This design comes from an exercise in tuning for small area on the open sky130 flow, not from production work.
At most, simulation tests tie the RTL to the original design; equivalence was not proved.
The clock port is modelled as an ideal driver; clocking choices that lean on that would not hold on a real chip.
Power figures rest on the tool's default switching activity, not on a simulated workload.

Setup of indigo:
==> module warmup, before the edit <==
module warmup(
	input        clk,
	input        rst,
	input        rx,
	output [7:0] result_data,
	output       overflow
);
	reg [2:0] t8;
	function [2:0] succ(input [2:0] v);
		succ = {v[1:0], v[2] ^ (v[0] | ~v[1])};
	endfunction
	wire [2:0] n8 = succ(t8);
	reg [1:0] t3;
	reg [2:0] t7;
	reg [4:0] t31;
	always @(posedge clk) begin
		t8  <= n8;
		t3  <= {t3[0], ~(t3[1] & t3[0])};
		t7  <= {t7[1:0], (t7[2] ^ t7[1]) | ~rst};
		t31 <= {t31[3:0], (t31[4] ^ t31[2]) | ~rst};
	end
	wire tick = (&t8) & (&t3) & (&t7) & (&t31);
	wire [2:0] p = t8;
	localparam [2:0] P0 = 3'd6, P7 = 3'd7;
	wire p0 = (p == P0);
	wire p7 = (p == P7);
	reg [1:0] idx;
	reg       busy;
	reg [2:0] j;
	reg       valid;
	reg [2:0] k;           
	reg       rxs;         
	reg [7:0] A, W, B;
	reg       dA, dB;      
	reg       c;           
	reg       dec;         
	reg       ov;          
	localparam K_OTHER = 3'd0, K_ADD = 3'd1, K_SUB = 3'd2, K_AND = 3'd3,
	           K_OR = 3'd4, K_MUL = 3'd5, K_DIV = 3'd6;
	wire is_add = (k == K_ADD);
	wire is_sub = (k == K_SUB);
	wire is_and = (k == K_AND);
	wire is_or  = (k == K_OR);
	wire is_mul = (k == K_MUL);
	wire is_div = (k == K_DIV);
	wire md     = is_mul | is_div;
	wire comp  = (idx == 2'd3);
	wire dtick = tick & busy & ~comp;
	wire stick = tick & ~busy & ~comp & ~rx;
	wire trial = comp & ~busy;
	wire write = comp & busy;
	wire jl    = (j == P7);
	wire first = trial & (j == P0);
	wire lastw = write & jl;
	wire [7:0] op = {rx, A[7:1]};
	reg  [2:0] kn;
	always @* begin
		case (op)
			8'h2B: kn = K_ADD;
			8'h2D: kn = K_SUB;
			8'h2A: kn = K_MUL;
			8'h2F: kn = K_DIV;
			8'h26: kn = K_AND;
			8'h7C: kn = K_OR;
			default: kn = K_OTHER;
		endcase
	end
	wire ins  = busy & ~comp & ((n8 == j) | (tick & jl));
	wire insv = tick ? rx : rxs;
	wire dec_e = dec | (is_div & trial);
	wire x     = md ? (p0 ? (is_div & A[7]) : dB) : A[0];
	wire y     = md ? (dec_e & (W[0] ^ is_div)) : (W[0] ^ is_sub);
	wire ci    = p0 ? (md ? (is_div & dec_e) : is_sub) : c;
	wire s     = x ^ y ^ ci;
	wire co    = (x & y) | (ci & (x | y));
	reg r;
	always @* begin
		if (is_add | is_sub) r = s;
		else if (is_and)     r = A[0] & W[0];
		else if (is_or)      r = A[0] | W[0];
		else                 r = 1'b0;
	end
	wire a_in = (ins & ~idx[1]) ? insv :
	            (write & md) ? (p0 ? (is_div & dec) : dA) : A[0];
	wire w_in = (ins & idx[1]) ? insv : W[0];
	wire b_in = ~comp ? 1'b0 :
	            ~md ? (first ? r : B[0]) :
	            ~busy ? B[0] :
	            (lastw & is_div) ? a_in : s;
	always @(posedge clk) begin
		if (!rst) begin
			idx   <= 2'd0;
			busy  <= 1'b0;
			j     <= P0;
			valid <= 1'b0;
		end else if (comp) begin
			if (p7) begin
				busy <= ~busy;
				if (busy) begin
					j <= succ(j);
					if (jl) begin
						idx   <= 2'd0;
						valid <= 1'b1;
					end
				end
			end
		end else if (stick) begin
			busy <= 1'b1;
		end else if (dtick) begin
			j <= succ(j);
			if (jl) begin
				busy <= 1'b0;
				idx  <= idx + 2'd1;
			end
		end
	end
	always @(posedge clk) begin
		A  <= {a_in, A[7:1]};
		W  <= {w_in, W[7:1]};
		dA <= A[0];
		dB <= B[0];
		c  <= co;
		if (tick)
			rxs <= rx;
		if (dtick & (idx == 2'd0) & jl)
			k <= kn;
		if (comp | (idx[1] & busy))
			B <= {b_in, B[7:1]};
		if (trial & is_div & p7)
			dec <= B[0] | co;
		else if (trial & is_mul & p0)
			dec <= A[7];
		if (first) begin
			if (is_div)
				ov <= (p0 | ov) & ~W[0];
			else if (is_mul)
				ov <= 1'b0;
			else if (p7)
				ov <= (is_add | is_sub) & (co ^ is_sub);
		end else if (write & is_mul & (p0 | p7))
			ov <= ov | (p0 ? dB : co);
	end
	assign result_data = B & {8{valid}};
	assign overflow    = ~(ov & valid);
endmodule
Settings: LEC_CHECK=0, CAP_MARGIN=20, CORE_MARGIN=2, CORE_UTILIZATION=40, SLEW_MARGIN=20; clock period 30.0 ns.
standard.sh (not shown) runs the stock make flow with config.mk's settings and CLKGATE_MAP_FILE= SYNTH_SCRIPT=/design/flow/synth_recipe.tcl, a recipe that flattens the netlist after the stock synthesis.
==> flow/flow/run.sh <==
#!/bin/bash
set -euo pipefail
export BUFFER_PORTS_ARGS="-buffer_cell sky130_fd_sc_hd__buf_1"
export CTS_ARGS="-sink_clustering_enable -repair_clock_nets -dont_use_dummy_load -sink_clustering_size 60 -sink_clustering_max_diameter 500 -buf_list sky130_fd_sc_hd__clkbuf_8"
bash standard.sh > layout.log 2>&1
--- input diff indigo..onyx ---
-- flow/design.v --
<<< indigo, line 36
	reg       dec;         
	reg       ov;          
	localparam K_OTHER = 3'd0, K_ADD = 3'd1, K_SUB = 3'd2, K_AND = 3'd3,
	           K_OR = 3'd4, K_MUL = 3'd5, K_DIV = 3'd6;
	wire is_add = (k == K_ADD);
	wire is_sub = (k == K_SUB);
>>> onyx, line 36
	reg       dec;         
	reg       ov;          
	localparam K_OTHER = 3'd0, K_AND = 3'd2, K_OR = 3'd3,
	           K_ADD = 3'd4, K_SUB = 3'd5, K_MUL = 3'd6, K_DIV = 3'd7;
	wire is_add = (k == K_ADD);
	wire is_sub = (k == K_SUB);
--- outcome ---
- Power dissipated by switching net loads in onyx is 16% lower than in indigo
- Floorplan die height down 2.5 um in onyx wrt indigo
- onyx vs. indigo: power density of the placed cells higher; met3 layer wire length in the routed design -12%.
- onyx reports a higher post-synthesis to final-layout area growth than indigo does.
- Lower average via count per standard cell was reported by onyx, not indigo.
- Re met2 global-route usage: indigo was higher than onyx.
- Time the final worst path needs with I/O delays and setup delta for onyx relative to indigo: 0.014 ns lower
- Looking at overall routed net length across both flows, onyx is the stronger of the two, with indigo trailing.
- The buffer share of cell area was comparable across indigo and onyx.


The RTL this note starts from:
==> flow/design.v <==
module warmup(
	input        clk,
	input        rst,
	input        rx,
	output [7:0] result_data,
	output       overflow
);
	reg [2:0] t8;
	function [2:0] succ(input [2:0] v);
		succ = {v[1:0], v[2] ^ (v[0] | ~v[1])};
	endfunction
	wire [2:0] n8 = succ(t8);
	reg [1:0] t3;
	reg [2:0] t7;
	reg [4:0] t31;
	always @(posedge clk) begin
		t8  <= n8;
		t3  <= {t3[0], ~(t3[1] & t3[0])};
		t7  <= {t7[1:0], (t7[2] ^ t7[1]) | ~rst};
		t31 <= {t31[3:0], (t31[4] ^ t31[2]) | ~rst};
	end
	wire tick = (&t8) & (&t3) & (&t7) & (&t31);
	wire [2:0] p = t8;
	localparam [2:0] P0 = 3'd6, P7 = 3'd7;
	wire p0 = (p == P0);
	wire p7 = (p == P7);
	reg [1:0] idx;
	reg       busy;
	reg [2:0] j;
	reg       valid;
	reg [2:0] k;           
	reg [7:0] A, W, B;
	reg       dA, dB;      
	reg       c;           
	reg       dec;         
	wire      rxs = dec;
	reg       ov;          
	localparam K_OTHER = 3'd0, K_AND = 3'd2, K_OR = 3'd3,
	           K_ADD = 3'd4, K_SUB = 3'd5, K_MUL = 3'd6, K_DIV = 3'd7;
	wire is_add = (k == K_ADD);
	wire is_sub = (k == K_SUB);
	wire is_and = (k == K_AND);
	wire is_or  = (k == K_OR);
	wire is_mul = (k == K_MUL);
	wire is_div = (k == K_DIV);
	wire md     = is_mul | is_div;
	wire comp  = (idx == 2'd3);
	wire dtick = tick & busy & ~comp;
	wire stick = tick & ~busy & ~comp & ~rx;
	wire trial = comp & ~busy;
	wire write = comp & busy;
	wire jl    = (j == P7);
	wire first = trial & (j == P0);
	wire lastw = write & jl;
	wire [7:0] op = {rx, A[7:1]};
	reg  [2:0] kn;
	always @* begin
		case (op)
			8'h2B: kn = K_ADD;
			8'h2D: kn = K_SUB;
			8'h2A: kn = K_MUL;
			8'h2F: kn = K_DIV;
			8'h26: kn = K_AND;
			8'h7C: kn = K_OR;
			default: kn = K_OTHER;
		endcase
	end
	wire ins  = busy & ~comp & ((n8 == j) | (tick & jl));
	wire insv = tick ? rx : rxs;
	wire dec_e = dec | (is_div & trial);
	wire x     = md ? (p0 ? (is_div & A[7]) : dB) : A[0];
	wire y     = md ? (dec_e & (W[0] ^ is_div)) : (W[0] ^ is_sub);
	wire ci    = p0 ? (md ? (is_div & dec_e) : is_sub) : c;
	wire s     = x ^ y ^ ci;
	wire co    = (x & y) | (ci & (x | y));
	reg r;
	always @* begin
		if (is_add | is_sub) r = s;
		else if (is_and)     r = A[0] & W[0];
		else if (is_or)      r = A[0] | W[0];
		else                 r = 1'b0;
	end
	wire a_in = (ins & ~idx[1]) ? insv :
	            (write & md) ? (p0 ? (is_div & dec) : dA) : A[0];
	wire w_in = (ins & idx[1]) ? insv : W[0];
	wire b_in = ~comp ? 1'b0 :
	            ~md ? (first ? r : B[0]) :
	            ~busy ? B[0] :
	            (lastw & is_div) ? a_in : s;
	always @(posedge clk) begin
		if (!rst) begin
			idx   <= 2'd0;
			busy  <= 1'b0;
			j     <= P0;
			valid <= 1'b0;
		end else if (comp) begin
			if (p7) begin
				busy <= ~busy;
				if (busy) begin
					j <= succ(j);
					if (jl) begin
						idx   <= 2'd0;
						valid <= 1'b1;
					end
				end
			end
		end else if (stick) begin
			busy <= 1'b1;
		end else if (dtick) begin
			j <= succ(j);
			if (jl) begin
				busy <= 1'b0;
				idx  <= idx + 2'd1;
			end
		end
	end
	always @(posedge clk) begin
		A  <= {a_in, A[7:1]};
		W  <= {w_in, W[7:1]};
		dA <= A[0];
		dB <= B[0];
		c  <= co;
		if (dtick & (idx == 2'd0) & jl)
			k <= kn;
		if (comp | (idx[1] & busy))
			B <= {b_in, B[7:1]};
		if (tick)
			dec <= rx;
		else if (trial & is_div & p7)
			dec <= B[0] | co;
		else if (trial & is_mul & p0)
			dec <= A[7];
		if (stick & idx[1])
			ov <= 1'b0;
		else if (comp) begin
			if (is_div) begin
				if (trial)
					ov <= (p0 | ov) & ~W[0];
			end else if (is_mul) begin
				if (write & (p0 | p7))
					ov <= ov | (p0 ? dB : co);
			end else if (p7 & k[2])
				ov <= co ^ is_sub;
		end
	end
	assign result_data = B & {8{valid}};
	assign overflow    = ~(ov & valid);
endmodule
==> flow/config.mk <==
export PLATFORM = sky130hd
export DESIGN_NAME = warmup
export DESIGN_NICKNAME = warmup
export VERILOG_FILES = /design/flow/design.v
export SDC_FILE = /design/flow/constraint.sdc
export NUM_CORES = 4
export LEC_CHECK = 0
export CAP_MARGIN = 20
export CORE_MARGIN = 2
export CORE_UTILIZATION = 40
export SLEW_MARGIN = 20
==> flow/constraint.sdc <==
create_clock -name core_clock -period 30.0 [get_ports {clk}]
set_input_delay 6.0000 -clock core_clock [delete_from_list [all_inputs] [get_ports {clk}]]
set_output_delay 6.0000 -clock core_clock [all_outputs]
set_load 0.01 [all_outputs]
==> flow/flow/run.sh <==
#!/bin/bash
# Standard layout with these changes: synthesis maps the logic with several
# ABC scripts and keeps the smallest result; port buffers use the smallest
# buffer; after placement a few clock buffers, each driving one strip of
# flip-flops, make the clock tree, so CTS has
# nothing left to build. Output goes to layout.log and clock_buffer.log
# (ORFS keeps each step's log under orfs/logs).
set -euo pipefail
here=$(pwd)
rm -rf "$here/scripts"
cp -r "$FLOW_HOME/scripts" "$here/scripts"
python3 - "$here/scripts/synth.tcl" <<'PY'
import sys
p = sys.argv[1]
s = open(p).read()
old = "  log_cmd abc {*}$abc_args\n"
assert s.count(old) == 1
s = s.replace(old, "  source $::env(FLOW_FLOW_DIR)/multi_abc.tcl\n")
open(p, "w").write(s)
PY
export SCRIPTS_DIR="$here/scripts"
export ADDER_MAP_FILE=
export FLOW_FLOW_DIR="$here/flow"
export BUFFER_PORTS_ARGS="-buffer_cell sky130_fd_sc_hd__buf_1"
export CTS_ARGS="-clk_nets clk -dont_use_dummy_load"
bash standard.sh synth floorplan place > layout.log 2>&1
export PLACE_ODB="$(ls -d "$here"/orfs/results/*/*/base)/3_place.odb"
export CLOCK_BUFFER_CELL="${CLOCK_BUFFER_CELL:-sky130_fd_sc_hd__clkbuf_8}"
export CLOCK_ROOT_CELL="${CLOCK_ROOT_CELL:-sky130_fd_sc_hd__clkbuf_2}"
export CLOCK_GROUPS="${CLOCK_GROUPS:-3}"
openroad -no_init -exit "$here/flow/clock_buffer.tcl" > clock_buffer.log 2>&1
bash standard.sh >> layout.log 2>&1
Other scripts of this flow, unchanged in this note and not shown: flow/flow/abc_amap.script, flow/flow/abc_nfa2.script, flow/flow/abc_nfa3.script, flow/flow/abc_q2.script, flow/flow/abc_q4.script, flow/flow/abc_r1.script, flow/flow/abc_r4.script, flow/flow/abc_r5.script, flow/flow/abc_speed.script, flow/flow/abc_w1.script, flow/flow/abc_w2.script, flow/flow/abc_w4.script, flow/flow/abc_w5.script, flow/flow/abc_w6.script, flow/flow/abc_w7.script, flow/flow/abc_w8.script, flow/flow/clock_buffer.tcl, flow/flow/multi_abc.tcl
Change:
--- a/flow/design.v
+++ b/flow/design.v
@@ -44,7 +44,7 @@
 	wire is_mul = (k == K_MUL);
 	wire is_div = (k == K_DIV);
 	wire md     = is_mul | is_div;
-	wire comp  = (idx == 2'd3);
+	wire comp  = (idx == 2'b10);
 	wire dtick = tick & busy & ~comp;
 	wire stick = tick & ~busy & ~comp & ~rx;
 	wire trial = comp & ~busy;
@@ -110,7 +110,7 @@
 			j <= succ(j);
 			if (jl) begin
 				busy <= 1'b0;
-				idx  <= idx + 2'd1;
+				idx  <= {idx[0], ~idx[1]};
 			end
 		end
 	end
@@ -130,18 +130,15 @@
 			dec <= B[0] | co;
 		else if (trial & is_mul & p0)
 			dec <= A[7];
-		if (stick & idx[1])
-			ov <= 1'b0;
-		else if (comp) begin
-			if (is_div) begin
-				if (trial)
-					ov <= (p0 | ov) & ~W[0];
-			end else if (is_mul) begin
-				if (write & (p0 | p7))
-					ov <= ov | (p0 ? dB : co);
-			end else if (p7 & k[2])
-				ov <= co ^ is_sub;
-		end
+		if (first) begin
+			if (is_div)
+				ov <= (p0 | ov) & ~W[0];
+			else if (is_mul)
+				ov <= 1'b0;
+			else if (p7)
+				ov <= (is_add | is_sub) & (co ^ is_sub);
+		end else if (write & is_mul & (p0 | p7))
+			ov <= ov | (p0 ? dB : co);
 	end
 	assign result_data = B & {8{valid}};
 	assign overflow    = ~(ov & valid);
The changed run passed the timing, DRC and antenna checks.
Hold slack is about the same.
Clock power goes down by about 2%.
Worst setup slack got worse by 0.069 ns.
First-iteration DRC count goes down by about 2.5%.
Register-to-register slack got worse by 0.11 ns.
Global-route usage goes down by 1.1 points.
Power stays flat.
Sequential share of layout area goes down by 0.14 points.
Combinational power goes down by about 5%.
Final area goes up by about 1.1%.
Routed wire length goes down by about 6.6%.
Area after synthesis goes up by about 1.5%.
Maximum frequency goes down by 0.95%.
Function was not checked in any run of this note: the RTL went through the layout flow alone.

==> separate check: timing with driven ports <==
The results above use ideal ports. As a check the final layouts listed here were re-extracted and re-timed, cells and wires unchanged. Step 1 sets driving cells, clkbuf_16 on the clock port and buf_2 on the other inputs (assumed; they add their load-dependent delay and slew). Step 2, shift: input delay + t, output delay - t, t = (earliest + latest rising clock arrival at the registers) / 2. This alone moves slack from input paths to output paths. Three values: ideal ports, drivers, drivers and shift; two values: the first two.
run	t, ns	slack for setup (ns)	worst setup path at the end
indigo	0.321	22.899 / 22.871 / 23.045	input to register
onyx	0.318	22.913 / 22.884 / 22.989	input to register
the first run of note 2	0.370	22.859 / 22.834 / 22.622	input to register
the second run of note 2	0.390	22.790 / 22.767 / 22.782	input to register
After both steps setup and hold are still met in every run listed. The setup slack of the first run of note 2, which loses most, moves by -0.025 ns with the drivers and by -0.237 ns with both steps.
